This is an optimization exercise on Yosys and OpenROAD, whose aim is small area, a short achievable clock period and few clock cycles per item, not a production implementation. Function not checked in this run: the RTL went through the layout flow alone. No activity file was given, so power comes from the tool's default toggle rates.

==> design.v <==
module CompMul(
	input [31:0] Multiplicand_input,
	input [31:0] Multiplier_input,
	input run,
	input rst,
	input clk,
	output ready,
	output [63:0] Product_output
	);
	reg [31:0] M;         
	reg [31:0] PL;        
	reg [31:0] S;         
	reg [31:0] C;         
	reg [7:0] LC;        
	reg iter, fin, done;
	reg [1:0] cnt;
	assign ready = done;
	assign Product_output = {S, PL};
	wire [8:0] lo_sum = {1'b0, PL[31:24]} + {1'b0, LC};
	wire lo_cout = lo_sum[8];
	wire [31:0] hi_sum = S + C + {31'd0, lo_cout};
  wire [31:0] pp0 = M & {32{PL[0]}};
  wire [31:0] pp1 = M & {32{PL[1]}};
  wire [31:0] pp2 = M & {32{PL[2]}};
  wire [31:0] pp3 = M & {32{PL[3]}};
  wire [31:0] pp4 = M & {32{PL[4]}};
  wire [31:0] pp5 = M & {32{PL[5]}};
  wire [31:0] pp6 = M & {32{PL[6]}};
  wire [31:0] pp7 = M & {32{PL[7]}};
  wire fs0, fc0;
  assign fs0 = C[0] ^ S[0] ^ pp0[0];
  assign fc0 = (C[0] & S[0]) | (C[0] & pp0[0]) | (S[0] & pp0[0]);
  wire fs1, fc1;
  assign fs1 = C[1] ^ S[1] ^ pp0[1];
  assign fc1 = (C[1] & S[1]) | (C[1] & pp0[1]) | (S[1] & pp0[1]);
  wire fs2, fc2;
  assign fs2 = pp1[0] ^ fc0 ^ fs1;
  assign fc2 = (pp1[0] & fc0) | (pp1[0] & fs1) | (fc0 & fs1);
  wire fs3, fc3;
  assign fs3 = C[2] ^ S[2] ^ pp0[2];
  assign fc3 = (C[2] & S[2]) | (C[2] & pp0[2]) | (S[2] & pp0[2]);
  wire fs4, fc4;
  assign fs4 = pp1[1] ^ pp2[0] ^ fc1;
  assign fc4 = (pp1[1] & pp2[0]) | (pp1[1] & fc1) | (pp2[0] & fc1);
  wire fs5, fc5;
  assign fs5 = fs3 ^ fs4 ^ fc2;
  assign fc5 = (fs3 & fs4) | (fs3 & fc2) | (fs4 & fc2);
  wire fs6, fc6;
  assign fs6 = C[3] ^ S[3] ^ pp0[3];
  assign fc6 = (C[3] & S[3]) | (C[3] & pp0[3]) | (S[3] & pp0[3]);
  wire fs7, fc7;
  assign fs7 = pp1[2] ^ pp2[1] ^ pp3[0];
  assign fc7 = (pp1[2] & pp2[1]) | (pp1[2] & pp3[0]) | (pp2[1] & pp3[0]);
  wire fs8, fc8;
  assign fs8 = fc3 ^ fs6 ^ fs7;
  assign fc8 = (fc3 & fs6) | (fc3 & fs7) | (fs6 & fs7);
  wire fs9, fc9;
  assign fs9 = fc4 ^ fs8 ^ fc5;
  assign fc9 = (fc4 & fs8) | (fc4 & fc5) | (fs8 & fc5);
  wire fs10, fc10;
  assign fs10 = C[4] ^ S[4] ^ pp0[4];
  assign fc10 = (C[4] & S[4]) | (C[4] & pp0[4]) | (S[4] & pp0[4]);
  wire fs11, fc11;
  assign fs11 = pp1[3] ^ pp2[2] ^ pp3[1];
  assign fc11 = (pp1[3] & pp2[2]) | (pp1[3] & pp3[1]) | (pp2[2] & pp3[1]);
  wire fs12, fc12;
  assign fs12 = pp4[0] ^ fc6 ^ fc7;
  assign fc12 = (pp4[0] & fc6) | (pp4[0] & fc7) | (fc6 & fc7);
  wire fs13, fc13;
  assign fs13 = fs10 ^ fs11 ^ fs12;
  assign fc13 = (fs10 & fs11) | (fs10 & fs12) | (fs11 & fs12);
  wire fs14, fc14;
  assign fs14 = fc8 ^ fs13 ^ fc9;
  assign fc14 = (fc8 & fs13) | (fc8 & fc9) | (fs13 & fc9);
  wire fs15, fc15;
  assign fs15 = C[5] ^ S[5] ^ pp0[5];
  assign fc15 = (C[5] & S[5]) | (C[5] & pp0[5]) | (S[5] & pp0[5]);
  wire fs16, fc16;
  assign fs16 = pp1[4] ^ pp2[3] ^ pp3[2];
  assign fc16 = (pp1[4] & pp2[3]) | (pp1[4] & pp3[2]) | (pp2[3] & pp3[2]);
  wire fs17, fc17;
  assign fs17 = pp4[1] ^ pp5[0] ^ fc10;
  assign fc17 = (pp4[1] & pp5[0]) | (pp4[1] & fc10) | (pp5[0] & fc10);
  wire fs18, fc18;
  assign fs18 = fc11 ^ fs15 ^ fs16;
  assign fc18 = (fc11 & fs15) | (fc11 & fs16) | (fs15 & fs16);
  wire fs19, fc19;
  assign fs19 = fc12 ^ fs17 ^ fs18;
  assign fc19 = (fc12 & fs17) | (fc12 & fs18) | (fs17 & fs18);
  wire fs20, fc20;
  assign fs20 = fc13 ^ fs19 ^ fc14;
  assign fc20 = (fc13 & fs19) | (fc13 & fc14) | (fs19 & fc14);
  wire fs21, fc21;
  assign fs21 = C[6] ^ S[6] ^ pp0[6];
  assign fc21 = (C[6] & S[6]) | (C[6] & pp0[6]) | (S[6] & pp0[6]);
  wire fs22, fc22;
  assign fs22 = pp1[5] ^ pp2[4] ^ pp3[3];
  assign fc22 = (pp1[5] & pp2[4]) | (pp1[5] & pp3[3]) | (pp2[4] & pp3[3]);
  wire fs23, fc23;
  assign fs23 = pp4[2] ^ pp5[1] ^ pp6[0];
  assign fc23 = (pp4[2] & pp5[1]) | (pp4[2] & pp6[0]) | (pp5[1] & pp6[0]);
  wire fs24, fc24;
  assign fs24 = fc15 ^ fc16 ^ fs21;
  assign fc24 = (fc15 & fc16) | (fc15 & fs21) | (fc16 & fs21);
  wire fs25, fc25;
  assign fs25 = fs22 ^ fs23 ^ fc17;
  assign fc25 = (fs22 & fs23) | (fs22 & fc17) | (fs23 & fc17);
  wire fs26, fc26;
  assign fs26 = fc18 ^ fs24 ^ fs25;
  assign fc26 = (fc18 & fs24) | (fc18 & fs25) | (fs24 & fs25);
  wire fs27, fc27;
  assign fs27 = fc19 ^ fs26 ^ fc20;
  assign fc27 = (fc19 & fs26) | (fc19 & fc20) | (fs26 & fc20);
  wire fs28, fc28;
  assign fs28 = C[7] ^ S[7] ^ pp0[7];
  assign fc28 = (C[7] & S[7]) | (C[7] & pp0[7]) | (S[7] & pp0[7]);
  wire fs29, fc29;
  assign fs29 = pp1[6] ^ pp2[5] ^ pp3[4];
  assign fc29 = (pp1[6] & pp2[5]) | (pp1[6] & pp3[4]) | (pp2[5] & pp3[4]);
  wire fs30, fc30;
  assign fs30 = pp4[3] ^ pp5[2] ^ pp6[1];
  assign fc30 = (pp4[3] & pp5[2]) | (pp4[3] & pp6[1]) | (pp5[2] & pp6[1]);
  wire fs31, fc31;
  assign fs31 = pp7[0] ^ fc21 ^ fc22;
  assign fc31 = (pp7[0] & fc21) | (pp7[0] & fc22) | (fc21 & fc22);
  wire fs32, fc32;
  assign fs32 = fc23 ^ fs28 ^ fs29;
  assign fc32 = (fc23 & fs28) | (fc23 & fs29) | (fs28 & fs29);
  wire fs33, fc33;
  assign fs33 = fs30 ^ fs31 ^ fc24;
  assign fc33 = (fs30 & fs31) | (fs30 & fc24) | (fs31 & fc24);
  wire fs34, fc34;
  assign fs34 = fs32 ^ fc25 ^ fs33;
  assign fc34 = (fs32 & fc25) | (fs32 & fs33) | (fc25 & fs33);
  wire fs35, fc35;
  assign fs35 = fc26 ^ fs34 ^ fc27;
  assign fc35 = (fc26 & fs34) | (fc26 & fc27) | (fs34 & fc27);
  wire fs36, fc36;
  assign fs36 = C[8] ^ S[8] ^ pp0[8];
  assign fc36 = (C[8] & S[8]) | (C[8] & pp0[8]) | (S[8] & pp0[8]);
  wire fs37, fc37;
  assign fs37 = pp1[7] ^ pp2[6] ^ pp3[5];
  assign fc37 = (pp1[7] & pp2[6]) | (pp1[7] & pp3[5]) | (pp2[6] & pp3[5]);
  wire fs38, fc38;
  assign fs38 = pp4[4] ^ pp5[3] ^ pp6[2];
  assign fc38 = (pp4[4] & pp5[3]) | (pp4[4] & pp6[2]) | (pp5[3] & pp6[2]);
  wire fs39, fc39;
  assign fs39 = pp7[1] ^ fc28 ^ fc29;
  assign fc39 = (pp7[1] & fc28) | (pp7[1] & fc29) | (fc28 & fc29);
  wire fs40, fc40;
  assign fs40 = fc30 ^ fs36 ^ fs37;
  assign fc40 = (fc30 & fs36) | (fc30 & fs37) | (fs36 & fs37);
  wire fs41, fc41;
  assign fs41 = fs38 ^ fc31 ^ fs39;
  assign fc41 = (fs38 & fc31) | (fs38 & fs39) | (fc31 & fs39);
  wire fs42, fc42;
  assign fs42 = fc32 ^ fs40 ^ fc33;
  assign fc42 = (fc32 & fs40) | (fc32 & fc33) | (fs40 & fc33);
  wire fs43, fc43;
  assign fs43 = fs41 ^ fc34 ^ fs42;
  assign fc43 = (fs41 & fc34) | (fs41 & fs42) | (fc34 & fs42);
  wire fs44, fc44;
  assign fs44 = C[9] ^ S[9] ^ pp0[9];
  assign fc44 = (C[9] & S[9]) | (C[9] & pp0[9]) | (S[9] & pp0[9]);
  wire fs45, fc45;
  assign fs45 = pp1[8] ^ pp2[7] ^ pp3[6];
  assign fc45 = (pp1[8] & pp2[7]) | (pp1[8] & pp3[6]) | (pp2[7] & pp3[6]);
  wire fs46, fc46;
  assign fs46 = pp4[5] ^ pp5[4] ^ pp6[3];
  assign fc46 = (pp4[5] & pp5[4]) | (pp4[5] & pp6[3]) | (pp5[4] & pp6[3]);
  wire fs47, fc47;
  assign fs47 = pp7[2] ^ fc36 ^ fc37;
  assign fc47 = (pp7[2] & fc36) | (pp7[2] & fc37) | (fc36 & fc37);
  wire fs48, fc48;
  assign fs48 = fc38 ^ fs44 ^ fs45;
  assign fc48 = (fc38 & fs44) | (fc38 & fs45) | (fs44 & fs45);
  wire fs49, fc49;
  assign fs49 = fs46 ^ fc39 ^ fs47;
  assign fc49 = (fs46 & fc39) | (fs46 & fs47) | (fc39 & fs47);
  wire fs50, fc50;
  assign fs50 = fc40 ^ fs48 ^ fc41;
  assign fc50 = (fc40 & fs48) | (fc40 & fc41) | (fs48 & fc41);
  wire fs51, fc51;
  assign fs51 = fs49 ^ fc42 ^ fs50;
  assign fc51 = (fs49 & fc42) | (fs49 & fs50) | (fc42 & fs50);
  wire fs52, fc52;
  assign fs52 = C[10] ^ S[10] ^ pp0[10];
  assign fc52 = (C[10] & S[10]) | (C[10] & pp0[10]) | (S[10] & pp0[10]);
  wire fs53, fc53;
  assign fs53 = pp1[9] ^ pp2[8] ^ pp3[7];
  assign fc53 = (pp1[9] & pp2[8]) | (pp1[9] & pp3[7]) | (pp2[8] & pp3[7]);
  wire fs54, fc54;
  assign fs54 = pp4[6] ^ pp5[5] ^ pp6[4];
  assign fc54 = (pp4[6] & pp5[5]) | (pp4[6] & pp6[4]) | (pp5[5] & pp6[4]);
  wire fs55, fc55;
  assign fs55 = pp7[3] ^ fc44 ^ fc45;
  assign fc55 = (pp7[3] & fc44) | (pp7[3] & fc45) | (fc44 & fc45);
  wire fs56, fc56;
  assign fs56 = fc46 ^ fs52 ^ fs53;
  assign fc56 = (fc46 & fs52) | (fc46 & fs53) | (fs52 & fs53);
  wire fs57, fc57;
  assign fs57 = fs54 ^ fc47 ^ fs55;
  assign fc57 = (fs54 & fc47) | (fs54 & fs55) | (fc47 & fs55);
  wire fs58, fc58;
  assign fs58 = fc48 ^ fs56 ^ fc49;
  assign fc58 = (fc48 & fs56) | (fc48 & fc49) | (fs56 & fc49);
  wire fs59, fc59;
  assign fs59 = fs57 ^ fc50 ^ fs58;
  assign fc59 = (fs57 & fc50) | (fs57 & fs58) | (fc50 & fs58);
  wire fs60, fc60;
  assign fs60 = C[11] ^ S[11] ^ pp0[11];
  assign fc60 = (C[11] & S[11]) | (C[11] & pp0[11]) | (S[11] & pp0[11]);
  wire fs61, fc61;
  assign fs61 = pp1[10] ^ pp2[9] ^ pp3[8];
  assign fc61 = (pp1[10] & pp2[9]) | (pp1[10] & pp3[8]) | (pp2[9] & pp3[8]);
  wire fs62, fc62;
  assign fs62 = pp4[7] ^ pp5[6] ^ pp6[5];
  assign fc62 = (pp4[7] & pp5[6]) | (pp4[7] & pp6[5]) | (pp5[6] & pp6[5]);
  wire fs63, fc63;
  assign fs63 = pp7[4] ^ fc52 ^ fc53;
  assign fc63 = (pp7[4] & fc52) | (pp7[4] & fc53) | (fc52 & fc53);
  wire fs64, fc64;
  assign fs64 = fc54 ^ fs60 ^ fs61;
  assign fc64 = (fc54 & fs60) | (fc54 & fs61) | (fs60 & fs61);
  wire fs65, fc65;
  assign fs65 = fs62 ^ fc55 ^ fs63;
  assign fc65 = (fs62 & fc55) | (fs62 & fs63) | (fc55 & fs63);
  wire fs66, fc66;
  assign fs66 = fc56 ^ fs64 ^ fc57;
  assign fc66 = (fc56 & fs64) | (fc56 & fc57) | (fs64 & fc57);
  wire fs67, fc67;
  assign fs67 = fs65 ^ fc58 ^ fs66;
  assign fc67 = (fs65 & fc58) | (fs65 & fs66) | (fc58 & fs66);
  wire fs68, fc68;
  assign fs68 = C[12] ^ S[12] ^ pp0[12];
  assign fc68 = (C[12] & S[12]) | (C[12] & pp0[12]) | (S[12] & pp0[12]);
  wire fs69, fc69;
  assign fs69 = pp1[11] ^ pp2[10] ^ pp3[9];
  assign fc69 = (pp1[11] & pp2[10]) | (pp1[11] & pp3[9]) | (pp2[10] & pp3[9]);
  wire fs70, fc70;
  assign fs70 = pp4[8] ^ pp5[7] ^ pp6[6];
  assign fc70 = (pp4[8] & pp5[7]) | (pp4[8] & pp6[6]) | (pp5[7] & pp6[6]);
  wire fs71, fc71;
  assign fs71 = pp7[5] ^ fc60 ^ fc61;
  assign fc71 = (pp7[5] & fc60) | (pp7[5] & fc61) | (fc60 & fc61);
  wire fs72, fc72;
  assign fs72 = fc62 ^ fs68 ^ fs69;
  assign fc72 = (fc62 & fs68) | (fc62 & fs69) | (fs68 & fs69);
  wire fs73, fc73;
  assign fs73 = fs70 ^ fc63 ^ fs71;
  assign fc73 = (fs70 & fc63) | (fs70 & fs71) | (fc63 & fs71);
  wire fs74, fc74;
  assign fs74 = fc64 ^ fs72 ^ fc65;
  assign fc74 = (fc64 & fs72) | (fc64 & fc65) | (fs72 & fc65);
  wire fs75, fc75;
  assign fs75 = fs73 ^ fc66 ^ fs74;
  assign fc75 = (fs73 & fc66) | (fs73 & fs74) | (fc66 & fs74);
  wire fs76, fc76;
  assign fs76 = C[13] ^ S[13] ^ pp0[13];
  assign fc76 = (C[13] & S[13]) | (C[13] & pp0[13]) | (S[13] & pp0[13]);
  wire fs77, fc77;
  assign fs77 = pp1[12] ^ pp2[11] ^ pp3[10];
  assign fc77 = (pp1[12] & pp2[11]) | (pp1[12] & pp3[10]) | (pp2[11] & pp3[10]);
  wire fs78, fc78;
  assign fs78 = pp4[9] ^ pp5[8] ^ pp6[7];
  assign fc78 = (pp4[9] & pp5[8]) | (pp4[9] & pp6[7]) | (pp5[8] & pp6[7]);
  wire fs79, fc79;
  assign fs79 = pp7[6] ^ fc68 ^ fc69;
  assign fc79 = (pp7[6] & fc68) | (pp7[6] & fc69) | (fc68 & fc69);
  wire fs80, fc80;
  assign fs80 = fc70 ^ fs76 ^ fs77;
  assign fc80 = (fc70 & fs76) | (fc70 & fs77) | (fs76 & fs77);
  wire fs81, fc81;
  assign fs81 = fs78 ^ fc71 ^ fs79;
  assign fc81 = (fs78 & fc71) | (fs78 & fs79) | (fc71 & fs79);
  wire fs82, fc82;
  assign fs82 = fc72 ^ fs80 ^ fc73;
  assign fc82 = (fc72 & fs80) | (fc72 & fc73) | (fs80 & fc73);
  wire fs83, fc83;
  assign fs83 = fs81 ^ fc74 ^ fs82;
  assign fc83 = (fs81 & fc74) | (fs81 & fs82) | (fc74 & fs82);
  wire fs84, fc84;
  assign fs84 = C[14] ^ S[14] ^ pp0[14];
  assign fc84 = (C[14] & S[14]) | (C[14] & pp0[14]) | (S[14] & pp0[14]);
  wire fs85, fc85;
  assign fs85 = pp1[13] ^ pp2[12] ^ pp3[11];
  assign fc85 = (pp1[13] & pp2[12]) | (pp1[13] & pp3[11]) | (pp2[12] & pp3[11]);
  wire fs86, fc86;
  assign fs86 = pp4[10] ^ pp5[9] ^ pp6[8];
  assign fc86 = (pp4[10] & pp5[9]) | (pp4[10] & pp6[8]) | (pp5[9] & pp6[8]);
  wire fs87, fc87;
  assign fs87 = pp7[7] ^ fc76 ^ fc77;
  assign fc87 = (pp7[7] & fc76) | (pp7[7] & fc77) | (fc76 & fc77);
  wire fs88, fc88;
  assign fs88 = fc78 ^ fs84 ^ fs85;
  assign fc88 = (fc78 & fs84) | (fc78 & fs85) | (fs84 & fs85);
  wire fs89, fc89;
  assign fs89 = fs86 ^ fc79 ^ fs87;
  assign fc89 = (fs86 & fc79) | (fs86 & fs87) | (fc79 & fs87);
  wire fs90, fc90;
  assign fs90 = fc80 ^ fs88 ^ fc81;
  assign fc90 = (fc80 & fs88) | (fc80 & fc81) | (fs88 & fc81);
  wire fs91, fc91;
  assign fs91 = fs89 ^ fc82 ^ fs90;
  assign fc91 = (fs89 & fc82) | (fs89 & fs90) | (fc82 & fs90);
  wire fs92, fc92;
  assign fs92 = C[15] ^ S[15] ^ pp0[15];
  assign fc92 = (C[15] & S[15]) | (C[15] & pp0[15]) | (S[15] & pp0[15]);
  wire fs93, fc93;
  assign fs93 = pp1[14] ^ pp2[13] ^ pp3[12];
  assign fc93 = (pp1[14] & pp2[13]) | (pp1[14] & pp3[12]) | (pp2[13] & pp3[12]);
  wire fs94, fc94;
  assign fs94 = pp4[11] ^ pp5[10] ^ pp6[9];
  assign fc94 = (pp4[11] & pp5[10]) | (pp4[11] & pp6[9]) | (pp5[10] & pp6[9]);
  wire fs95, fc95;
  assign fs95 = pp7[8] ^ fc84 ^ fc85;
  assign fc95 = (pp7[8] & fc84) | (pp7[8] & fc85) | (fc84 & fc85);
  wire fs96, fc96;
  assign fs96 = fc86 ^ fs92 ^ fs93;
  assign fc96 = (fc86 & fs92) | (fc86 & fs93) | (fs92 & fs93);
  wire fs97, fc97;
  assign fs97 = fs94 ^ fc87 ^ fs95;
  assign fc97 = (fs94 & fc87) | (fs94 & fs95) | (fc87 & fs95);
  wire fs98, fc98;
  assign fs98 = fc88 ^ fs96 ^ fc89;
  assign fc98 = (fc88 & fs96) | (fc88 & fc89) | (fs96 & fc89);
  wire fs99, fc99;
  assign fs99 = fs97 ^ fc90 ^ fs98;
  assign fc99 = (fs97 & fc90) | (fs97 & fs98) | (fc90 & fs98);
  wire fs100, fc100;
  assign fs100 = C[16] ^ S[16] ^ pp0[16];
  assign fc100 = (C[16] & S[16]) | (C[16] & pp0[16]) | (S[16] & pp0[16]);
  wire fs101, fc101;
  assign fs101 = pp1[15] ^ pp2[14] ^ pp3[13];
  assign fc101 = (pp1[15] & pp2[14]) | (pp1[15] & pp3[13]) | (pp2[14] & pp3[13]);
  wire fs102, fc102;
  assign fs102 = pp4[12] ^ pp5[11] ^ pp6[10];
  assign fc102 = (pp4[12] & pp5[11]) | (pp4[12] & pp6[10]) | (pp5[11] & pp6[10]);
  wire fs103, fc103;
  assign fs103 = pp7[9] ^ fc92 ^ fc93;
  assign fc103 = (pp7[9] & fc92) | (pp7[9] & fc93) | (fc92 & fc93);
  wire fs104, fc104;
  assign fs104 = fc94 ^ fs100 ^ fs101;
  assign fc104 = (fc94 & fs100) | (fc94 & fs101) | (fs100 & fs101);
  wire fs105, fc105;
  assign fs105 = fs102 ^ fc95 ^ fs103;
  assign fc105 = (fs102 & fc95) | (fs102 & fs103) | (fc95 & fs103);
  wire fs106, fc106;
  assign fs106 = fc96 ^ fs104 ^ fc97;
  assign fc106 = (fc96 & fs104) | (fc96 & fc97) | (fs104 & fc97);
  wire fs107, fc107;
  assign fs107 = fs105 ^ fc98 ^ fs106;
  assign fc107 = (fs105 & fc98) | (fs105 & fs106) | (fc98 & fs106);
  wire fs108, fc108;
  assign fs108 = C[17] ^ S[17] ^ pp0[17];
  assign fc108 = (C[17] & S[17]) | (C[17] & pp0[17]) | (S[17] & pp0[17]);
  wire fs109, fc109;
  assign fs109 = pp1[16] ^ pp2[15] ^ pp3[14];
  assign fc109 = (pp1[16] & pp2[15]) | (pp1[16] & pp3[14]) | (pp2[15] & pp3[14]);
  wire fs110, fc110;
  assign fs110 = pp4[13] ^ pp5[12] ^ pp6[11];
  assign fc110 = (pp4[13] & pp5[12]) | (pp4[13] & pp6[11]) | (pp5[12] & pp6[11]);
  wire fs111, fc111;
  assign fs111 = pp7[10] ^ fc100 ^ fc101;
  assign fc111 = (pp7[10] & fc100) | (pp7[10] & fc101) | (fc100 & fc101);
  wire fs112, fc112;
  assign fs112 = fc102 ^ fs108 ^ fs109;
  assign fc112 = (fc102 & fs108) | (fc102 & fs109) | (fs108 & fs109);
  wire fs113, fc113;
  assign fs113 = fs110 ^ fc103 ^ fs111;
  assign fc113 = (fs110 & fc103) | (fs110 & fs111) | (fc103 & fs111);
  wire fs114, fc114;
  assign fs114 = fc104 ^ fs112 ^ fc105;
  assign fc114 = (fc104 & fs112) | (fc104 & fc105) | (fs112 & fc105);
  wire fs115, fc115;
  assign fs115 = fs113 ^ fc106 ^ fs114;
  assign fc115 = (fs113 & fc106) | (fs113 & fs114) | (fc106 & fs114);
  wire fs116, fc116;
  assign fs116 = C[18] ^ S[18] ^ pp0[18];
  assign fc116 = (C[18] & S[18]) | (C[18] & pp0[18]) | (S[18] & pp0[18]);
  wire fs117, fc117;
  assign fs117 = pp1[17] ^ pp2[16] ^ pp3[15];
  assign fc117 = (pp1[17] & pp2[16]) | (pp1[17] & pp3[15]) | (pp2[16] & pp3[15]);
  wire fs118, fc118;
  assign fs118 = pp4[14] ^ pp5[13] ^ pp6[12];
  assign fc118 = (pp4[14] & pp5[13]) | (pp4[14] & pp6[12]) | (pp5[13] & pp6[12]);
  wire fs119, fc119;
  assign fs119 = pp7[11] ^ fc108 ^ fc109;
  assign fc119 = (pp7[11] & fc108) | (pp7[11] & fc109) | (fc108 & fc109);
  wire fs120, fc120;
  assign fs120 = fc110 ^ fs116 ^ fs117;
  assign fc120 = (fc110 & fs116) | (fc110 & fs117) | (fs116 & fs117);
  wire fs121, fc121;
  assign fs121 = fs118 ^ fc111 ^ fs119;
  assign fc121 = (fs118 & fc111) | (fs118 & fs119) | (fc111 & fs119);
  wire fs122, fc122;
  assign fs122 = fc112 ^ fs120 ^ fc113;
  assign fc122 = (fc112 & fs120) | (fc112 & fc113) | (fs120 & fc113);
  wire fs123, fc123;
  assign fs123 = fs121 ^ fc114 ^ fs122;
  assign fc123 = (fs121 & fc114) | (fs121 & fs122) | (fc114 & fs122);
  wire fs124, fc124;
  assign fs124 = C[19] ^ S[19] ^ pp0[19];
  assign fc124 = (C[19] & S[19]) | (C[19] & pp0[19]) | (S[19] & pp0[19]);
  wire fs125, fc125;
  assign fs125 = pp1[18] ^ pp2[17] ^ pp3[16];
  assign fc125 = (pp1[18] & pp2[17]) | (pp1[18] & pp3[16]) | (pp2[17] & pp3[16]);
  wire fs126, fc126;
  assign fs126 = pp4[15] ^ pp5[14] ^ pp6[13];
  assign fc126 = (pp4[15] & pp5[14]) | (pp4[15] & pp6[13]) | (pp5[14] & pp6[13]);
  wire fs127, fc127;
  assign fs127 = pp7[12] ^ fc116 ^ fc117;
  assign fc127 = (pp7[12] & fc116) | (pp7[12] & fc117) | (fc116 & fc117);
  wire fs128, fc128;
  assign fs128 = fc118 ^ fs124 ^ fs125;
  assign fc128 = (fc118 & fs124) | (fc118 & fs125) | (fs124 & fs125);
  wire fs129, fc129;
  assign fs129 = fs126 ^ fc119 ^ fs127;
  assign fc129 = (fs126 & fc119) | (fs126 & fs127) | (fc119 & fs127);
  wire fs130, fc130;
  assign fs130 = fc120 ^ fs128 ^ fc121;
  assign fc130 = (fc120 & fs128) | (fc120 & fc121) | (fs128 & fc121);
  wire fs131, fc131;
  assign fs131 = fs129 ^ fc122 ^ fs130;
  assign fc131 = (fs129 & fc122) | (fs129 & fs130) | (fc122 & fs130);
  wire fs132, fc132;
  assign fs132 = C[20] ^ S[20] ^ pp0[20];
  assign fc132 = (C[20] & S[20]) | (C[20] & pp0[20]) | (S[20] & pp0[20]);
  wire fs133, fc133;
  assign fs133 = pp1[19] ^ pp2[18] ^ pp3[17];
  assign fc133 = (pp1[19] & pp2[18]) | (pp1[19] & pp3[17]) | (pp2[18] & pp3[17]);
  wire fs134, fc134;
  assign fs134 = pp4[16] ^ pp5[15] ^ pp6[14];
  assign fc134 = (pp4[16] & pp5[15]) | (pp4[16] & pp6[14]) | (pp5[15] & pp6[14]);
  wire fs135, fc135;
  assign fs135 = pp7[13] ^ fc124 ^ fc125;
  assign fc135 = (pp7[13] & fc124) | (pp7[13] & fc125) | (fc124 & fc125);
  wire fs136, fc136;
  assign fs136 = fc126 ^ fs132 ^ fs133;
  assign fc136 = (fc126 & fs132) | (fc126 & fs133) | (fs132 & fs133);
  wire fs137, fc137;
  assign fs137 = fs134 ^ fc127 ^ fs135;
  assign fc137 = (fs134 & fc127) | (fs134 & fs135) | (fc127 & fs135);
  wire fs138, fc138;
  assign fs138 = fc128 ^ fs136 ^ fc129;
  assign fc138 = (fc128 & fs136) | (fc128 & fc129) | (fs136 & fc129);
  wire fs139, fc139;
  assign fs139 = fs137 ^ fc130 ^ fs138;
  assign fc139 = (fs137 & fc130) | (fs137 & fs138) | (fc130 & fs138);
  wire fs140, fc140;
  assign fs140 = C[21] ^ S[21] ^ pp0[21];
  assign fc140 = (C[21] & S[21]) | (C[21] & pp0[21]) | (S[21] & pp0[21]);
  wire fs141, fc141;
  assign fs141 = pp1[20] ^ pp2[19] ^ pp3[18];
  assign fc141 = (pp1[20] & pp2[19]) | (pp1[20] & pp3[18]) | (pp2[19] & pp3[18]);
  wire fs142, fc142;
  assign fs142 = pp4[17] ^ pp5[16] ^ pp6[15];
  assign fc142 = (pp4[17] & pp5[16]) | (pp4[17] & pp6[15]) | (pp5[16] & pp6[15]);
  wire fs143, fc143;
  assign fs143 = pp7[14] ^ fc132 ^ fc133;
  assign fc143 = (pp7[14] & fc132) | (pp7[14] & fc133) | (fc132 & fc133);
  wire fs144, fc144;
  assign fs144 = fc134 ^ fs140 ^ fs141;
  assign fc144 = (fc134 & fs140) | (fc134 & fs141) | (fs140 & fs141);
  wire fs145, fc145;
  assign fs145 = fs142 ^ fc135 ^ fs143;
  assign fc145 = (fs142 & fc135) | (fs142 & fs143) | (fc135 & fs143);
  wire fs146, fc146;
  assign fs146 = fc136 ^ fs144 ^ fc137;
  assign fc146 = (fc136 & fs144) | (fc136 & fc137) | (fs144 & fc137);
  wire fs147, fc147;
  assign fs147 = fs145 ^ fc138 ^ fs146;
  assign fc147 = (fs145 & fc138) | (fs145 & fs146) | (fc138 & fs146);
  wire fs148, fc148;
  assign fs148 = C[22] ^ S[22] ^ pp0[22];
  assign fc148 = (C[22] & S[22]) | (C[22] & pp0[22]) | (S[22] & pp0[22]);
  wire fs149, fc149;
  assign fs149 = pp1[21] ^ pp2[20] ^ pp3[19];
  assign fc149 = (pp1[21] & pp2[20]) | (pp1[21] & pp3[19]) | (pp2[20] & pp3[19]);
  wire fs150, fc150;
  assign fs150 = pp4[18] ^ pp5[17] ^ pp6[16];
  assign fc150 = (pp4[18] & pp5[17]) | (pp4[18] & pp6[16]) | (pp5[17] & pp6[16]);
  wire fs151, fc151;
  assign fs151 = pp7[15] ^ fc140 ^ fc141;
  assign fc151 = (pp7[15] & fc140) | (pp7[15] & fc141) | (fc140 & fc141);
  wire fs152, fc152;
  assign fs152 = fc142 ^ fs148 ^ fs149;
  assign fc152 = (fc142 & fs148) | (fc142 & fs149) | (fs148 & fs149);
  wire fs153, fc153;
  assign fs153 = fs150 ^ fc143 ^ fs151;
  assign fc153 = (fs150 & fc143) | (fs150 & fs151) | (fc143 & fs151);
  wire fs154, fc154;
  assign fs154 = fc144 ^ fs152 ^ fc145;
  assign fc154 = (fc144 & fs152) | (fc144 & fc145) | (fs152 & fc145);
  wire fs155, fc155;
  assign fs155 = fs153 ^ fc146 ^ fs154;
  assign fc155 = (fs153 & fc146) | (fs153 & fs154) | (fc146 & fs154);
  wire fs156, fc156;
  assign fs156 = C[23] ^ S[23] ^ pp0[23];
  assign fc156 = (C[23] & S[23]) | (C[23] & pp0[23]) | (S[23] & pp0[23]);
  wire fs157, fc157;
  assign fs157 = pp1[22] ^ pp2[21] ^ pp3[20];
  assign fc157 = (pp1[22] & pp2[21]) | (pp1[22] & pp3[20]) | (pp2[21] & pp3[20]);
  wire fs158, fc158;
  assign fs158 = pp4[19] ^ pp5[18] ^ pp6[17];
  assign fc158 = (pp4[19] & pp5[18]) | (pp4[19] & pp6[17]) | (pp5[18] & pp6[17]);
  wire fs159, fc159;
  assign fs159 = pp7[16] ^ fc148 ^ fc149;
  assign fc159 = (pp7[16] & fc148) | (pp7[16] & fc149) | (fc148 & fc149);
  wire fs160, fc160;
  assign fs160 = fc150 ^ fs156 ^ fs157;
  assign fc160 = (fc150 & fs156) | (fc150 & fs157) | (fs156 & fs157);
  wire fs161, fc161;
  assign fs161 = fs158 ^ fc151 ^ fs159;
  assign fc161 = (fs158 & fc151) | (fs158 & fs159) | (fc151 & fs159);
  wire fs162, fc162;
  assign fs162 = fc152 ^ fs160 ^ fc153;
  assign fc162 = (fc152 & fs160) | (fc152 & fc153) | (fs160 & fc153);
  wire fs163, fc163;
  assign fs163 = fs161 ^ fc154 ^ fs162;
  assign fc163 = (fs161 & fc154) | (fs161 & fs162) | (fc154 & fs162);
  wire fs164, fc164;
  assign fs164 = C[24] ^ S[24] ^ pp0[24];
  assign fc164 = (C[24] & S[24]) | (C[24] & pp0[24]) | (S[24] & pp0[24]);
  wire fs165, fc165;
  assign fs165 = pp1[23] ^ pp2[22] ^ pp3[21];
  assign fc165 = (pp1[23] & pp2[22]) | (pp1[23] & pp3[21]) | (pp2[22] & pp3[21]);
  wire fs166, fc166;
  assign fs166 = pp4[20] ^ pp5[19] ^ pp6[18];
  assign fc166 = (pp4[20] & pp5[19]) | (pp4[20] & pp6[18]) | (pp5[19] & pp6[18]);
  wire fs167, fc167;
  assign fs167 = pp7[17] ^ fc156 ^ fc157;
  assign fc167 = (pp7[17] & fc156) | (pp7[17] & fc157) | (fc156 & fc157);
  wire fs168, fc168;
  assign fs168 = fc158 ^ fs164 ^ fs165;
  assign fc168 = (fc158 & fs164) | (fc158 & fs165) | (fs164 & fs165);
  wire fs169, fc169;
  assign fs169 = fs166 ^ fc159 ^ fs167;
  assign fc169 = (fs166 & fc159) | (fs166 & fs167) | (fc159 & fs167);
  wire fs170, fc170;
  assign fs170 = fc160 ^ fs168 ^ fc161;
  assign fc170 = (fc160 & fs168) | (fc160 & fc161) | (fs168 & fc161);
  wire fs171, fc171;
  assign fs171 = fs169 ^ fc162 ^ fs170;
  assign fc171 = (fs169 & fc162) | (fs169 & fs170) | (fc162 & fs170);
  wire fs172, fc172;
  assign fs172 = C[25] ^ S[25] ^ pp0[25];
  assign fc172 = (C[25] & S[25]) | (C[25] & pp0[25]) | (S[25] & pp0[25]);
  wire fs173, fc173;
  assign fs173 = pp1[24] ^ pp2[23] ^ pp3[22];
  assign fc173 = (pp1[24] & pp2[23]) | (pp1[24] & pp3[22]) | (pp2[23] & pp3[22]);
  wire fs174, fc174;
  assign fs174 = pp4[21] ^ pp5[20] ^ pp6[19];
  assign fc174 = (pp4[21] & pp5[20]) | (pp4[21] & pp6[19]) | (pp5[20] & pp6[19]);
  wire fs175, fc175;
  assign fs175 = pp7[18] ^ fc164 ^ fc165;
  assign fc175 = (pp7[18] & fc164) | (pp7[18] & fc165) | (fc164 & fc165);
  wire fs176, fc176;
  assign fs176 = fc166 ^ fs172 ^ fs173;
  assign fc176 = (fc166 & fs172) | (fc166 & fs173) | (fs172 & fs173);
  wire fs177, fc177;
  assign fs177 = fs174 ^ fc167 ^ fs175;
  assign fc177 = (fs174 & fc167) | (fs174 & fs175) | (fc167 & fs175);
  wire fs178, fc178;
  assign fs178 = fc168 ^ fs176 ^ fc169;
  assign fc178 = (fc168 & fs176) | (fc168 & fc169) | (fs176 & fc169);
  wire fs179, fc179;
  assign fs179 = fs177 ^ fc170 ^ fs178;
  assign fc179 = (fs177 & fc170) | (fs177 & fs178) | (fc170 & fs178);
  wire fs180, fc180;
  assign fs180 = C[26] ^ S[26] ^ pp0[26];
  assign fc180 = (C[26] & S[26]) | (C[26] & pp0[26]) | (S[26] & pp0[26]);
  wire fs181, fc181;
  assign fs181 = pp1[25] ^ pp2[24] ^ pp3[23];
  assign fc181 = (pp1[25] & pp2[24]) | (pp1[25] & pp3[23]) | (pp2[24] & pp3[23]);
  wire fs182, fc182;
  assign fs182 = pp4[22] ^ pp5[21] ^ pp6[20];
  assign fc182 = (pp4[22] & pp5[21]) | (pp4[22] & pp6[20]) | (pp5[21] & pp6[20]);
  wire fs183, fc183;
  assign fs183 = pp7[19] ^ fc172 ^ fc173;
  assign fc183 = (pp7[19] & fc172) | (pp7[19] & fc173) | (fc172 & fc173);
  wire fs184, fc184;
  assign fs184 = fc174 ^ fs180 ^ fs181;
  assign fc184 = (fc174 & fs180) | (fc174 & fs181) | (fs180 & fs181);
  wire fs185, fc185;
  assign fs185 = fs182 ^ fc175 ^ fs183;
  assign fc185 = (fs182 & fc175) | (fs182 & fs183) | (fc175 & fs183);
  wire fs186, fc186;
  assign fs186 = fc176 ^ fs184 ^ fc177;
  assign fc186 = (fc176 & fs184) | (fc176 & fc177) | (fs184 & fc177);
  wire fs187, fc187;
  assign fs187 = fs185 ^ fc178 ^ fs186;
  assign fc187 = (fs185 & fc178) | (fs185 & fs186) | (fc178 & fs186);
  wire fs188, fc188;
  assign fs188 = C[27] ^ S[27] ^ pp0[27];
  assign fc188 = (C[27] & S[27]) | (C[27] & pp0[27]) | (S[27] & pp0[27]);
  wire fs189, fc189;
  assign fs189 = pp1[26] ^ pp2[25] ^ pp3[24];
  assign fc189 = (pp1[26] & pp2[25]) | (pp1[26] & pp3[24]) | (pp2[25] & pp3[24]);
  wire fs190, fc190;
  assign fs190 = pp4[23] ^ pp5[22] ^ pp6[21];
  assign fc190 = (pp4[23] & pp5[22]) | (pp4[23] & pp6[21]) | (pp5[22] & pp6[21]);
  wire fs191, fc191;
  assign fs191 = pp7[20] ^ fc180 ^ fc181;
  assign fc191 = (pp7[20] & fc180) | (pp7[20] & fc181) | (fc180 & fc181);
  wire fs192, fc192;
  assign fs192 = fc182 ^ fs188 ^ fs189;
  assign fc192 = (fc182 & fs188) | (fc182 & fs189) | (fs188 & fs189);
  wire fs193, fc193;
  assign fs193 = fs190 ^ fc183 ^ fs191;
  assign fc193 = (fs190 & fc183) | (fs190 & fs191) | (fc183 & fs191);
  wire fs194, fc194;
  assign fs194 = fc184 ^ fs192 ^ fc185;
  assign fc194 = (fc184 & fs192) | (fc184 & fc185) | (fs192 & fc185);
  wire fs195, fc195;
  assign fs195 = fs193 ^ fc186 ^ fs194;
  assign fc195 = (fs193 & fc186) | (fs193 & fs194) | (fc186 & fs194);
  wire fs196, fc196;
  assign fs196 = C[28] ^ S[28] ^ pp0[28];
  assign fc196 = (C[28] & S[28]) | (C[28] & pp0[28]) | (S[28] & pp0[28]);
  wire fs197, fc197;
  assign fs197 = pp1[27] ^ pp2[26] ^ pp3[25];
  assign fc197 = (pp1[27] & pp2[26]) | (pp1[27] & pp3[25]) | (pp2[26] & pp3[25]);
  wire fs198, fc198;
  assign fs198 = pp4[24] ^ pp5[23] ^ pp6[22];
  assign fc198 = (pp4[24] & pp5[23]) | (pp4[24] & pp6[22]) | (pp5[23] & pp6[22]);
  wire fs199, fc199;
  assign fs199 = pp7[21] ^ fc188 ^ fc189;
  assign fc199 = (pp7[21] & fc188) | (pp7[21] & fc189) | (fc188 & fc189);
  wire fs200, fc200;
  assign fs200 = fc190 ^ fs196 ^ fs197;
  assign fc200 = (fc190 & fs196) | (fc190 & fs197) | (fs196 & fs197);
  wire fs201, fc201;
  assign fs201 = fs198 ^ fc191 ^ fs199;
  assign fc201 = (fs198 & fc191) | (fs198 & fs199) | (fc191 & fs199);
  wire fs202, fc202;
  assign fs202 = fc192 ^ fs200 ^ fc193;
  assign fc202 = (fc192 & fs200) | (fc192 & fc193) | (fs200 & fc193);
  wire fs203, fc203;
  assign fs203 = fs201 ^ fc194 ^ fs202;
  assign fc203 = (fs201 & fc194) | (fs201 & fs202) | (fc194 & fs202);
  wire fs204, fc204;
  assign fs204 = C[29] ^ S[29] ^ pp0[29];
  assign fc204 = (C[29] & S[29]) | (C[29] & pp0[29]) | (S[29] & pp0[29]);
  wire fs205, fc205;
  assign fs205 = pp1[28] ^ pp2[27] ^ pp3[26];
  assign fc205 = (pp1[28] & pp2[27]) | (pp1[28] & pp3[26]) | (pp2[27] & pp3[26]);
  wire fs206, fc206;
  assign fs206 = pp4[25] ^ pp5[24] ^ pp6[23];
  assign fc206 = (pp4[25] & pp5[24]) | (pp4[25] & pp6[23]) | (pp5[24] & pp6[23]);
  wire fs207, fc207;
  assign fs207 = pp7[22] ^ fc196 ^ fc197;
  assign fc207 = (pp7[22] & fc196) | (pp7[22] & fc197) | (fc196 & fc197);
  wire fs208, fc208;
  assign fs208 = fc198 ^ fs204 ^ fs205;
  assign fc208 = (fc198 & fs204) | (fc198 & fs205) | (fs204 & fs205);
  wire fs209, fc209;
  assign fs209 = fs206 ^ fc199 ^ fs207;
  assign fc209 = (fs206 & fc199) | (fs206 & fs207) | (fc199 & fs207);
  wire fs210, fc210;
  assign fs210 = fc200 ^ fs208 ^ fc201;
  assign fc210 = (fc200 & fs208) | (fc200 & fc201) | (fs208 & fc201);
  wire fs211, fc211;
  assign fs211 = fs209 ^ fc202 ^ fs210;
  assign fc211 = (fs209 & fc202) | (fs209 & fs210) | (fc202 & fs210);
  wire fs212, fc212;
  assign fs212 = C[30] ^ S[30] ^ pp0[30];
  assign fc212 = (C[30] & S[30]) | (C[30] & pp0[30]) | (S[30] & pp0[30]);
  wire fs213, fc213;
  assign fs213 = pp1[29] ^ pp2[28] ^ pp3[27];
  assign fc213 = (pp1[29] & pp2[28]) | (pp1[29] & pp3[27]) | (pp2[28] & pp3[27]);
  wire fs214, fc214;
  assign fs214 = pp4[26] ^ pp5[25] ^ pp6[24];
  assign fc214 = (pp4[26] & pp5[25]) | (pp4[26] & pp6[24]) | (pp5[25] & pp6[24]);
  wire fs215, fc215;
  assign fs215 = pp7[23] ^ fc204 ^ fc205;
  assign fc215 = (pp7[23] & fc204) | (pp7[23] & fc205) | (fc204 & fc205);
  wire fs216, fc216;
  assign fs216 = fc206 ^ fs212 ^ fs213;
  assign fc216 = (fc206 & fs212) | (fc206 & fs213) | (fs212 & fs213);
  wire fs217, fc217;
  assign fs217 = fs214 ^ fc207 ^ fs215;
  assign fc217 = (fs214 & fc207) | (fs214 & fs215) | (fc207 & fs215);
  wire fs218, fc218;
  assign fs218 = fc208 ^ fs216 ^ fc209;
  assign fc218 = (fc208 & fs216) | (fc208 & fc209) | (fs216 & fc209);
  wire fs219, fc219;
  assign fs219 = fs217 ^ fc210 ^ fs218;
  assign fc219 = (fs217 & fc210) | (fs217 & fs218) | (fc210 & fs218);
  wire fs220, fc220;
  assign fs220 = C[31] ^ S[31] ^ pp0[31];
  assign fc220 = (C[31] & S[31]) | (C[31] & pp0[31]) | (S[31] & pp0[31]);
  wire fs221, fc221;
  assign fs221 = pp1[30] ^ pp2[29] ^ pp3[28];
  assign fc221 = (pp1[30] & pp2[29]) | (pp1[30] & pp3[28]) | (pp2[29] & pp3[28]);
  wire fs222, fc222;
  assign fs222 = pp4[27] ^ pp5[26] ^ pp6[25];
  assign fc222 = (pp4[27] & pp5[26]) | (pp4[27] & pp6[25]) | (pp5[26] & pp6[25]);
  wire fs223, fc223;
  assign fs223 = pp7[24] ^ fc212 ^ fc213;
  assign fc223 = (pp7[24] & fc212) | (pp7[24] & fc213) | (fc212 & fc213);
  wire fs224, fc224;
  assign fs224 = fc214 ^ fs220 ^ fs221;
  assign fc224 = (fc214 & fs220) | (fc214 & fs221) | (fs220 & fs221);
  wire fs225, fc225;
  assign fs225 = fs222 ^ fc215 ^ fs223;
  assign fc225 = (fs222 & fc215) | (fs222 & fs223) | (fc215 & fs223);
  wire fs226, fc226;
  assign fs226 = fc216 ^ fs224 ^ fc217;
  assign fc226 = (fc216 & fs224) | (fc216 & fc217) | (fs224 & fc217);
  wire fs227, fc227;
  assign fs227 = fs225 ^ fc218 ^ fs226;
  assign fc227 = (fs225 & fc218) | (fs225 & fs226) | (fc218 & fs226);
  wire fs228, fc228;
  assign fs228 = pp1[31] ^ pp2[30] ^ pp3[29];
  assign fc228 = (pp1[31] & pp2[30]) | (pp1[31] & pp3[29]) | (pp2[30] & pp3[29]);
  wire fs229, fc229;
  assign fs229 = pp4[28] ^ pp5[27] ^ pp6[26];
  assign fc229 = (pp4[28] & pp5[27]) | (pp4[28] & pp6[26]) | (pp5[27] & pp6[26]);
  wire fs230, fc230;
  assign fs230 = pp7[25] ^ fc220 ^ fc221;
  assign fc230 = (pp7[25] & fc220) | (pp7[25] & fc221) | (fc220 & fc221);
  wire fs231, fc231;
  assign fs231 = fc222 ^ fs228 ^ fs229;
  assign fc231 = (fc222 & fs228) | (fc222 & fs229) | (fs228 & fs229);
  wire fs232, fc232;
  assign fs232 = fc223 ^ fs230 ^ fc224;
  assign fc232 = (fc223 & fs230) | (fc223 & fc224) | (fs230 & fc224);
  wire fs233, fc233;
  assign fs233 = fs231 ^ fc225 ^ fs232;
  assign fc233 = (fs231 & fc225) | (fs231 & fs232) | (fc225 & fs232);
  wire fs234, fc234;
  assign fs234 = fc226 ^ fs233 ^ fc227;
  assign fc234 = (fc226 & fs233) | (fc226 & fc227) | (fs233 & fc227);
  wire fs235, fc235;
  assign fs235 = pp2[31] ^ pp3[30] ^ pp4[29];
  assign fc235 = (pp2[31] & pp3[30]) | (pp2[31] & pp4[29]) | (pp3[30] & pp4[29]);
  wire fs236, fc236;
  assign fs236 = pp5[28] ^ pp6[27] ^ pp7[26];
  assign fc236 = (pp5[28] & pp6[27]) | (pp5[28] & pp7[26]) | (pp6[27] & pp7[26]);
  wire fs237, fc237;
  assign fs237 = fc228 ^ fc229 ^ fs235;
  assign fc237 = (fc228 & fc229) | (fc228 & fs235) | (fc229 & fs235);
  wire fs238, fc238;
  assign fs238 = fs236 ^ fc230 ^ fc231;
  assign fc238 = (fs236 & fc230) | (fs236 & fc231) | (fc230 & fc231);
  wire fs239, fc239;
  assign fs239 = fs237 ^ fc232 ^ fs238;
  assign fc239 = (fs237 & fc232) | (fs237 & fs238) | (fc232 & fs238);
  wire fs240, fc240;
  assign fs240 = fc233 ^ fs239 ^ fc234;
  assign fc240 = (fc233 & fs239) | (fc233 & fc234) | (fs239 & fc234);
  wire fs241, fc241;
  assign fs241 = pp3[31] ^ pp4[30] ^ pp5[29];
  assign fc241 = (pp3[31] & pp4[30]) | (pp3[31] & pp5[29]) | (pp4[30] & pp5[29]);
  wire fs242, fc242;
  assign fs242 = pp6[28] ^ pp7[27] ^ fc235;
  assign fc242 = (pp6[28] & pp7[27]) | (pp6[28] & fc235) | (pp7[27] & fc235);
  wire fs243, fc243;
  assign fs243 = fc236 ^ fs241 ^ fs242;
  assign fc243 = (fc236 & fs241) | (fc236 & fs242) | (fs241 & fs242);
  wire fs244, fc244;
  assign fs244 = fc237 ^ fc238 ^ fs243;
  assign fc244 = (fc237 & fc238) | (fc237 & fs243) | (fc238 & fs243);
  wire fs245, fc245;
  assign fs245 = fc239 ^ fs244 ^ fc240;
  assign fc245 = (fc239 & fs244) | (fc239 & fc240) | (fs244 & fc240);
  wire fs246, fc246;
  assign fs246 = pp4[31] ^ pp5[30] ^ pp6[29];
  assign fc246 = (pp4[31] & pp5[30]) | (pp4[31] & pp6[29]) | (pp5[30] & pp6[29]);
  wire fs247, fc247;
  assign fs247 = pp7[28] ^ fc241 ^ fs246;
  assign fc247 = (pp7[28] & fc241) | (pp7[28] & fs246) | (fc241 & fs246);
  wire fs248, fc248;
  assign fs248 = fc242 ^ fs247 ^ fc243;
  assign fc248 = (fc242 & fs247) | (fc242 & fc243) | (fs247 & fc243);
  wire fs249, fc249;
  assign fs249 = fc244 ^ fs248 ^ fc245;
  assign fc249 = (fc244 & fs248) | (fc244 & fc245) | (fs248 & fc245);
  wire fs250, fc250;
  assign fs250 = pp5[31] ^ pp6[30] ^ pp7[29];
  assign fc250 = (pp5[31] & pp6[30]) | (pp5[31] & pp7[29]) | (pp6[30] & pp7[29]);
  wire fs251, fc251;
  assign fs251 = fc246 ^ fs250 ^ fc247;
  assign fc251 = (fc246 & fs250) | (fc246 & fc247) | (fs250 & fc247);
  wire fs252, fc252;
  assign fs252 = fs251 ^ fc248 ^ fc249;
  assign fc252 = (fs251 & fc248) | (fs251 & fc249) | (fc248 & fc249);
  wire fs253, fc253;
  assign fs253 = pp6[31] ^ pp7[30] ^ fc250;
  assign fc253 = (pp6[31] & pp7[30]) | (pp6[31] & fc250) | (pp7[30] & fc250);
  wire fs254, fc254;
  assign fs254 = fs253 ^ fc251 ^ fc252;
  assign fc254 = (fs253 & fc251) | (fs253 & fc252) | (fc251 & fc252);
  wire fs255, fc255;
  assign fs255 = pp7[31] ^ fc253 ^ fc254;
  assign fc255 = (pp7[31] & fc253) | (pp7[31] & fc254) | (fc253 & fc254);
	wire [39:0] TS = {fc255, fs255, fs254, fs252, fs249, fs245, fs240, fs234, fc219, fc211, fc203, fc195, fc187, fc179, fc171, fc163, fc155, fc147, fc139, fc131, fc123, fc115, fc107, fc99, fc91, fc83, fc75, fc67, fc59, fc51, fc43, fs43, fs35, fs27, fs20, fs14, fs9, fs5, fs2, fs0};
	wire [39:0] TC = {1'b0, 1'b0, 1'b0, 1'b0, 1'b0, 1'b0, 1'b0, 1'b0, fs227, fs219, fs211, fs203, fs195, fs187, fs179, fs171, fs163, fs155, fs147, fs139, fs131, fs123, fs115, fs107, fs99, fs91, fs83, fs75, fs67, fs59, fs51, fc35, 1'b0, 1'b0, 1'b0, 1'b0, 1'b0, 1'b0, 1'b0, lo_cout};
	always @(posedge clk or posedge rst) begin
		if (rst) begin
			iter <= 1'b0;
			fin <= 1'b0;
			done <= 1'b0;
			cnt <= 2'd0;
			S <= 32'd0;
		end else begin
			if (iter) S <= TS[39:8];
			else S <= hi_sum;
			if (!iter && !fin && !done) begin
				if (run) iter <= 1'b1;
				cnt <= 2'd0;
			end else if (iter) begin
				cnt <= cnt + 2'd1;
				if (cnt == 2'd3) begin
					iter <= 1'b0;
					fin <= 1'b1;
				end
			end else if (fin) begin
				fin <= 1'b0;
				done <= 1'b1;
			end
		end
	end
	always @(posedge clk) begin
		M <= Multiplicand_input;
		C <= iter ? TC[39:8] : 32'd0;
		LC <= iter ? TC[7:0] : 8'd0;
		if (iter) PL <= {TS[7:0], lo_sum[7:0], PL[23:8]};
		else if (fin || done) PL[31:24] <= lo_sum[7:0];
		else PL <= Multiplier_input;
	end
endmodule
==> run.sh <==
#!/bin/bash
# synth_recipe.tcl (not shown) runs the flow's synth.tcl, then flattens the netlist and writes it again
# the make line also repeats each setting of config.mk as NAME=value (left out here)
make -C /OpenROAD-flow-scripts/flow DESIGN_CONFIG=/design/flow/config.mk WORK_HOME=/design/flow/orfs CLKGATE_MAP_FILE= SYNTH_SCRIPT=/design/flow/synth_recipe.tcl finish
==> config.mk <==
export PLATFORM = sky130hd
export DESIGN_NAME = CompMul
export DESIGN_NICKNAME = CompMul
export VERILOG_FILES = /design/flow/design.v
export SDC_FILE = /design/flow/constraint.sdc
export NUM_CORES = 4
export LEC_CHECK = 0
export CAP_MARGIN = 20
export CORE_MARGIN = 2
export CORE_UTILIZATION = 40
export SLEW_MARGIN = 20
==> constraint.sdc <==
create_clock -name core_clock -period 10.0 [get_ports {clk}]
set_input_delay 2.0000 -clock core_clock [delete_from_list [all_inputs] [get_ports {clk}]]
set_output_delay 2.0000 -clock core_clock [all_outputs]
set_load 0.01 [all_outputs]
==> impl_summary.txt <==
----------------------------------------------------
[Worst setup path]
  Endpoint of the worst-slack reg-to-reg timing path ... S[30]
  Source of the critical timing path ... PL[3]
  Worst-case register-to-register setup slack ... 2.76 ns
  Crit Reg-Reg Startpoint ... PL[3]
  Endpoint type of the worst setup path ... flip-flop
  Arrival time worst endpoint ... 7.53 ns
  Required time worst endpoint ... 10.29 ns
  Worst Reg-to-Reg Cells ... 19
  Crit-path max FO ... 33
  Startpoint types ... flip-flop
  WS Path Type ... reg -> reg

[Placed design]
  Instance area at placement ... 14800 sq um
  Count of buffers from port buffering ... 131
  Gpl congestion ... 0.835
  Dpl hpwl ... 27.8 mm

[Timing]
  Final-report max-slew violation count ... 0
  Post-route minimum period ... 7.24 ns
  Final hold vios ... 0
  Accumulated negative setup slack ... 0 ns
  Maximum achievable frequency ... 138 MHz
  Worst-case clock skew ... 0.0151 ns
  Unrepaired setup endpoints after global routing ... no
  Slew HR ... 36.2%
  # setup viols final ... 0
  Final cycle utilization of the critical path ... 72.4%
  Transition time at the pin with the least slew margin ... 0.958 ns

[Logic synthesis]
  Cell area after synthesis ... 13100 sq um
  Cell types occupying the most area after synthesis ... sky130_fd_sc_hd__fa_1 38%, sky130_fd_sc_hd__dfxtp_1 10%, sky130_fd_sc_hd__and2_1 8.3%
  Top cell type's share of synthesized area ... 38.3%
  Flop and latch count out of synthesis ... 126
  Syn_nets ... 1681
  Most used flip-flop cell after synthesis ... sky130_fd_sc_hd__dfxtp_1
  Average footprint of a synthesized cell ... 9.81 sq um
  Sequential-to-total area share from yosys stat ... 22.6%
  Number of cells produced by synthesis ... 1330
  Yosys warns ... 1
  EDFF count, synth ... 24
  Biggest area consumer among synthesized cells ... sky130_fd_sc_hd__fa_1
  Number of unique standard cell types used by synthesis ... 57
  Async set-or-reset flop fraction in the synthesized netlist ... 29.4%

[Drt]
  Remaining routing DRC violations ... 0
  Antenna-violating nets left ... 0
  Number of DRC markers after the initial detailed-route iteration ... 577
  Total detailed-routing wirelength ... 36.3 mm
  Wire per inst ... 19.1 microns
  Number of iterations in the first detailed-routing pass ... 5
  Vias per cell ... 4.92
  Via total after detailed routing ... 9327

[Layout]
  Fin nets ... 1792
  Area delta synth->final ... 17.8%
  Most frequent cells in the layout ... 250 x sky130_fd_sc_hd__inv_1, 250 x sky130_fd_sc_hd__fa_1, 183 x sky130_fd_sc_hd__nand2_1, 173 x sky130_fd_sc_hd__and2_1, 131 x sky130_fd_sc_hd__clkdlybuf4s50_1
  Util after Layout ... 47.5%
  Final instance area ... 15400 sq um
  Antenna fix cells ... 0
  Proportion of layout cells with a drive suffix above 1 ... 5.16%

[Power]
  Power share of the clock group ... 22.3%
  Internal power ... 0.00163 W
  Max IR drop VDD ... 0.000120 V
  Part of the power in combinational logic ... 51.4%
  Cell area power density ... 185 nW/um^2
  Switching share of power ... 42.6%
  Reg power frac ... 26.3%
  Leak pwr ... 7.02 nW
  Switching power of the nets ... 0.00121 W

[Run]
  Number of max-cap violations ... 0

[GRT]
  Antenna violations before repair ... 0
  Vias in the first global route ... 10400
  Global-route congestion overflow total ... 0
  Largest net degree at the start of global routing ... 91
  All-Layer GR Usage ... 23.1%
  Global-route wire length before repair ... 58.3 mm

[Die]
  Floorplan die width ... 185 microns
  Starting density of the core ... 40.3%
  Number of placement rows ... 66
  Number of ports placed on the die boundary ... 132
  Chip Height ... 185 microns
  Die area ... 34100 sq um
  Core area ... 32400 sq um

[CTS]
  Number of H-tree levels ... 4
  Clk Tree Root Cell ... sky130_fd_sc_hd__clkbuf_16
  Skew-Pair Late Insertion Delay ... 0.45 ns
  Clock Pin Slew Worst Setup and Hold Paths ... 0.07 ns
  # resized after CTS ... 0
  TritonCTS Buffers ... 17
  Clock net sink count ... 126
  Setup Fix Bufs, Post-CTS ... 0
  Clock tree from TritonCTS ... yes
  Bufs on Longest Clock Path ... 2
  Cts hold-fix bufs ... 0

[Hold path]
  Hold Startpoint ... done
  Count of cells along the worst hold path ... 1
  Worst hold-check path type ... reg -> reg
  WHS Endpoint ... done

[Status]
  Run status ... finished clean

----------------------------------------------------
## critical path, stage by stage (launching register included)
cell,delay (ns)
sky130_fd_sc_hd__edfxtp_1,0.96
sky130_fd_sc_hd__nand2_1,0.18
sky130_fd_sc_hd__fa_1,0.49
sky130_fd_sc_hd__fa_1,0.52
sky130_fd_sc_hd__fa_1,0.48
sky130_fd_sc_hd__fa_1,0.54
sky130_fd_sc_hd__inv_1,0.06
sky130_fd_sc_hd__fa_1,0.42
sky130_fd_sc_hd__inv_1,0.09
sky130_fd_sc_hd__fa_1,0.18
sky130_fd_sc_hd__inv_1,0.06
sky130_fd_sc_hd__fa_1,0.44
sky130_fd_sc_hd__fa_1,0.46
sky130_fd_sc_hd__fa_1,0.46
sky130_fd_sc_hd__fa_1,0.46
sky130_fd_sc_hd__fa_1,0.46
sky130_fd_sc_hd__fa_1,0.48
sky130_fd_sc_hd__nand2_1,0.08
sky130_fd_sc_hd__o31a_1,0.17
sky130_fd_sc_hd__o311ai_2,0.10
## synthesized netlist by cell type, drive strengths merged (4+ instances only)
cell	n
o21ai	53
and2	173
mux2	21
clkbuf	43
a21o	12
edfxtp	24
a211oi	4
nand3	15
ha	34
fa	250
dfrtp	37
inv	252
nor2b	4
nor2	34
buf	4
dfxtp	65
nand2	183
and3	7
xor2	12
a21oi	35
xnor2	13
o31ai	5
nor3	7
o211ai	5
## area by class of cell
class / instances / area [sq um]
well taps: 442 / 553
fillers: 3119 / 17000
multi-input cells: 905 / 8970
repair buffers: 139 / 1370
flip-flops and latches: 126 / 2950
clock inverters: 15 / 150
clock buffers: 17 / 425
inverters: 252 / 947
## worst max-delay path by stage
stage / endpoint / slack, ns / cells past startpoint
6_report: S[30] / 2.76 / 19
3_5_place_dp: S[30] / 2.68 / 19
4_1_cts: S[30] / 2.70 / 19
5_1_grt: S[30] / 2.36 / 19
3_3_place_gp: S[30] / 2.85 / 19
2_1_floorplan: S[30] / 3.39 / 20
## flip-flops by register name, summed over array words and instances, names as in the netlist
name / cells
PL: 32
iter: 1
fin: 1
C: 24
LC: 1
cnt: 2
M: 32
S: 32
done: 1
## per-layer routing
metal | track usage [%] | share of wire, % | routed length [microns] | vias up
met1 | 30.6 | 43 | 15600 | 4734
met4 | 8.29 | 2.7 | 978 | 0
met2 | 38.2 | 49 | 17600 | 282
met3 | 4.05 | 5.5 | 1990 | 51
met5 | 0 | 0 | 0 | -
li1 | - | - | - | 4260
## metrics by stage
step	std cells	hold slack, ns	setup WS [ns]	power, W
2_1_floorplan	1330	0.467	3.39	0.00164
4_1_cts	1896	0.498	2.70	0.00288
5_1_grt	1896	0.513	2.36	0.00312
3_5_place_dp	1864	0.482	2.68	0.00223
3_3_place_gp	1864	0.481	2.85	0.00223
6_report	1896	0.494	2.76	0.00285
## power by group through the flow
stage / sequential, W / combinational [W] / clock, W
global route: 0.000766 / 0.00168 / 0.000672
detailed placement: 0.000762 / 0.00147 / 0
CTS: 0.000752 / 0.00148 / 0.000649
floorplan: 0.000740 / 0.000902 / 0
finish: 0.000749 / 0.00146 / 0.000636
global placement: 0.000764 / 0.00146 / 0
## cell families (layout without fill, tap and decap cells)
kind of cell | Yosys count | after routing | synth area share, %
simple gates | 433 | 433 | 16.5
buf+inv | 299 | 423 | 8.67
fa+ha+maj | 284 | 284 | 41.6
compound gates | 142 | 142 | 7.19
flops | 126 | 126 | 22.6
xor+xnor | 25 | 25 | 1.68
mux | 21 | 21 | 1.81

static timing again, ports no longer ideal:
No port has a modelled driver above. Below, the same layout with a new extraction and two added sets of constraints.
Step 1, drivers: a clkbuf_16 drives clk and a buf_2 each remaining input, both assumed.
Step 2, shift: input delay + t, output delay - t, t = (earliest + latest rising clock arrival at the registers) / 2. This alone moves slack from input paths to output paths.
a / b / c = ideal ports / drivers / drivers and shift; a / b = the first two.
shift t [ns]: 0.491
setup WS [ns]: 2.756 / 2.756 / 2.756
hold WS [ns]: 0.494 / 0.494 / 0.494
worst setup path at the end: register to register
worst data-port slew with drivers (ns): 0.06
After both steps setup and hold are still met in this run. The setup slack of this run moves by 0.000 ns with the drivers and by 0.000 ns with both steps.
